From an optimization exercise on the open Yosys and OpenROAD flow, aimed at small area, a short achievable clock period and few clock cycles per item; shortcuts taken in it are not production practice. The RTL was checked by simulation tests, not by an equivalence proof against the original design. No driver is modelled on the clock port, so clock power and skew are understated where the tree is cut down; a real chip needs a root buffer or a tree. Power figures rest on the tool's default switching activity, not on a simulated workload.

Design Log2, start of the top module:
module Log2(
  input clk,
  input reset,
  input h,
  output reg flag,
  input [7:0] in,
  output reg [7:0] out
);
Size in the first run: about 150 cells after synthesis, roughly 20 I/O pins, roughly 990 um^2 of cells after synthesis.
export LEC_CHECK = 0
export CAP_MARGIN = 20
export CORE_AREA = 2.5 2.5 61.5 61.5
export DIE_AREA = 0 0 64 64
export SLEW_MARGIN = 20
create_clock -name core_clock -period 10.0 [get_ports {clk}]
standard.sh (not shown) runs the stock make flow with config.mk's settings and CLKGATE_MAP_FILE= SYNTH_SCRIPT=/design/flow/synth_recipe.tcl, a recipe that flattens the netlist after the stock synthesis.
==> flow/flow/run.sh <==
#!/bin/bash
# Standard ORFS layout with these changes:
#  - synthesis maps the logic with the ABC script in flow/abc_area.script
#    (same synthesis script otherwise, so registers keep their names and types);
#  - port buffers are sky130_fd_sc_hd__buf_1 instead of the default delay buffer;
#  - the clock tree is a single clkbuf_8 between the clock port and the ten
#    registers (all registers get the same clock arrival), instead of an H-tree.
set -euo pipefail
rm -rf myscripts
cp -r "$FLOW_HOME/scripts" myscripts
cp flow/abc_area.script myscripts/abc_area.script
python3 - <<'PY'
p = 'myscripts/cts.tcl'
s = open(p).read()
old = 'log_cmd clock_tree_synthesis {*}$cts_args'
assert old in s
new = '''# place the one clock buffer at the centre of the registers it drives
set clk_net [[ord::get_db_block] findNet clk]
set sx 0
set sy 0
set sn 0
foreach iterm [$clk_net getITerms] {
  lassign [[$iterm getInst] getLocation] ix iy
  set sx [expr {$sx + $ix}]
  set sy [expr {$sy + $iy}]
  incr sn
}
set cx [ord::dbu_to_microns [expr {$sx / $sn}]]
set cy [ord::dbu_to_microns [expr {$sy / $sn}]]
puts "clock buffer at $cx $cy for $sn registers"
log_cmd insert_buffer -buffer_cell sky130_fd_sc_hd__clkbuf_8 -net [get_nets clk] -location [list $cx $cy] -buffer_name clkbuf_root -net_name clk_root
set_propagated_clock [all_clocks]'''
open(p, 'w').write(s.replace(old, new))
PY
bash standard.sh synth ABC_AREA=1 SCRIPTS_DIR="$PWD/myscripts" > synth.log 2>&1
bash standard.sh finish SCRIPTS_DIR="$PWD/myscripts" "BUFFER_PORTS_ARGS=-buffer_cell sky130_fd_sc_hd__buf_1" > layout.log 2>&1
==> flow/flow/abc_area.script <==
strash
dch
map -D 1550
topo
upsize -D 1900
dnsize -D 1900
Testbench counts at the start, summed over its fixed seeds: cycles 8,192, conversions 4,096.
Then changed:
==> flow/flow/abc_area.script (replaced) <==
strash
dch
map -D 1500
topo
upsize -D 1900
dnsize -D 1900
The changed run ran to the end with no violations.
Via count falls by 2.8%.
Combinational power falls by 4.0%.
Sequential cell count does not change.
Then changed:
==> flow/flow/abc_area.script (replaced) <==
strash
dch
map -D 1800
topo
upsize -D 2000
dnsize -D 2000
Maximum frequency falls by 5.9%.
Cell area falls by 6.6%.
Global-route usage falls by 1.0 points.
Via count falls by 7.1%.
Sequential cell count stays the same.
Power falls by 4.4%.
Sequential power falls by 3.5%.
Synthesized cell count falls by 4.9%.
Synthesized area falls by 7.5%.
Then changed:
==> flow/flow/abc_area.script (replaced) <==
strash
dch
map -D 1500
topo
upsize -D 2000
dnsize -D 2000
Cell area is higher by 5.4%; routed wire length rose by about 12%; maximum frequency went up by 6.0%; via count is higher by about 8%; clock power increases by about 6%; global-route usage increases by 2.2 points; sequential cell count stays the same; synthesized cell count climbs by 5.2%.
Then changed:
==> flow/flow/abc_area.script (replaced) <==
strash
dch
map -D 1600
topo
upsize -D 1950
dnsize -D 1950
=> Global-route usage falls by 2.5 points; total power falls by 6.2%; routed wire length shrinks by 13%; final cell count came out lower by 1.9%; clock power went down by about 6%; via count decreases by 6.0%; worst setup slack improved by 4.0 ps; area after synthesis falls by 7.9%; cell area drops by 6.9%; utilization goes down by 2.3 points.
No run of this note takes its clock network from TritonCTS; it comes from the design's own scripts or RTL.

========
Starting RTL as in the previous note.
// Log2
module Log2(
  input clk,
  input reset,
  input h,
  output reg flag,
  input [7:0] in,
  output reg [7:0] out
);
export LEC_CHECK = 0
export CAP_MARGIN = 20
export CORE_AREA = 2.5 2.5 61.5 61.5
export DIE_AREA = 0 0 64 64
export SLEW_MARGIN = 20
create_clock -name core_clock -period 10.0 [get_ports {clk}]
==> flow/flow/abc_area.script <==
strash
dch
map -D 1600
topo
upsize -D 2000
dnsize -D 2000
Scripts as last shown in full above: flow/flow/run.sh
The starting point produced a clean layout.
Testbench counts at the start, summed over its fixed seeds: cycles 8,192, conversions 4,096.
Rerun with:
--- a/flow/flow/run.sh
+++ b/flow/flow/run.sh
@@ -34,3 +34,3 @@
 PY
 bash standard.sh synth ABC_AREA=1 SCRIPTS_DIR="$PWD/myscripts" > synth.log 2>&1
-bash standard.sh finish SCRIPTS_DIR="$PWD/myscripts" "BUFFER_PORTS_ARGS=-buffer_cell sky130_fd_sc_hd__buf_1" > layout.log 2>&1
+bash standard.sh finish SETUP_SLACK_MARGIN=7.2 SETUP_MOVE_SEQUENCE=sizeup,swap SCRIPTS_DIR="$PWD/myscripts" "BUFFER_PORTS_ARGS=-buffer_cell sky130_fd_sc_hd__buf_1" > layout.log 2>&1
==> flow/flow/abc_area.script (replaced) <==
strash
dch
map -D 1600
topo
upsize -D 1900
dnsize -D 1900
Register-to-register slack is better by 290 ps.
Final area went up by 11%.
Combinational power went up by 16%.
Hold slack is worse by 21 ps.
Worst setup slack is better by 35 ps.
Power went up by 9.1%.
Wire length went up by 8.8%.
Cell count is unchanged.
Global-route usage went up by 0.28 points.
Maximum frequency went up by 1.2%.
Core utilization went up by 3.4 points.
Rerun with:
--- a/flow/flow/run.sh
+++ b/flow/flow/run.sh
@@ -34,3 +34,3 @@
 PY
 bash standard.sh synth ABC_AREA=1 SCRIPTS_DIR="$PWD/myscripts" > synth.log 2>&1
-bash standard.sh finish SETUP_SLACK_MARGIN=7.2 SETUP_MOVE_SEQUENCE=sizeup,swap SCRIPTS_DIR="$PWD/myscripts" "BUFFER_PORTS_ARGS=-buffer_cell sky130_fd_sc_hd__buf_1" > layout.log 2>&1
+bash standard.sh finish SCRIPTS_DIR="$PWD/myscripts" "BUFFER_PORTS_ARGS=-buffer_cell sky130_fd_sc_hd__buf_1" > layout.log 2>&1
==> flow/flow/abc_area.script (replaced) <==
strash
dch
map -D 1600
topo
upsize -D 1800
dnsize -D 1800
=> The new run completed without violations. Via count decreases by 2.1%. Clock skew hardly moves. Combinational power falls by about 2%. Setup slack is about the same. Routed wire length fell by 3.0%. Worst hold slack stays flat. Final cell count stays the same. Die area does not change.
In every run of this note, the design's own scripts or RTL, not TritonCTS, make the clock network.

==> re-timing with driven ports <==
In the flow no input, the clock included, has a driving cell. The finished layouts below were timed again as built, in two steps. Step 1: set_driving_cell puts a clkbuf_16 on clk and a buf_2 on each other input, an assumption about the parent block. Step 2 times the ports against the registers' clock, not the clock port: input delays grow and output delays shrink by t, the midpoint of the rising clock arrivals with the driver on. a / b / c = ideal ports / drivers / drivers and shift; a / b = the first two.
run | t (ns) | setup WS [ns] | worst hold slack (ns) | worst setup path at the end | worst register clock-pin slew, ns
the first run of note 1 | 0.150 | 7.060 / 7.060 / 7.060 | 0.561 / 0.561 / 0.561 | register to register | 0.07 / 0.07
the second run of note 1 | 0.148 | 7.104 / 7.083 / 7.166 | 0.565 / 0.565 / 0.565 | register to register | 0.06 / 0.06
the third run of note 1 | 0.154 | 6.921 / 6.921 / 6.921 | 0.534 / 0.534 / 0.534 | register to register | 0.07 / 0.07
the fourth run of note 1 | 0.154 | 7.095 / 7.088 / 7.095 | 0.593 / 0.593 / 0.593 | register to register | 0.07 / 0.07
the fifth run of note 1 | 0.149 | 7.099 / 7.099 / 7.099 | 0.536 / 0.536 / 0.536 | register to register | 0.07 / 0.07
the first run of note 2 | 0.147 | 7.086 / 7.086 / 7.086 | 0.561 / 0.561 / 0.561 | register to register | 0.06 / 0.06
the second run of note 2 | 0.154 | 7.121 / 7.099 / 7.219 | 0.540 / 0.540 / 0.540 | input to register | 0.07 / 0.07
the third run of note 2 | 0.147 | 7.123 / 7.103 / 7.236 | 0.539 / 0.539 / 0.539 | input to register | 0.06 / 0.06
After both steps setup and hold are still met in every run listed.
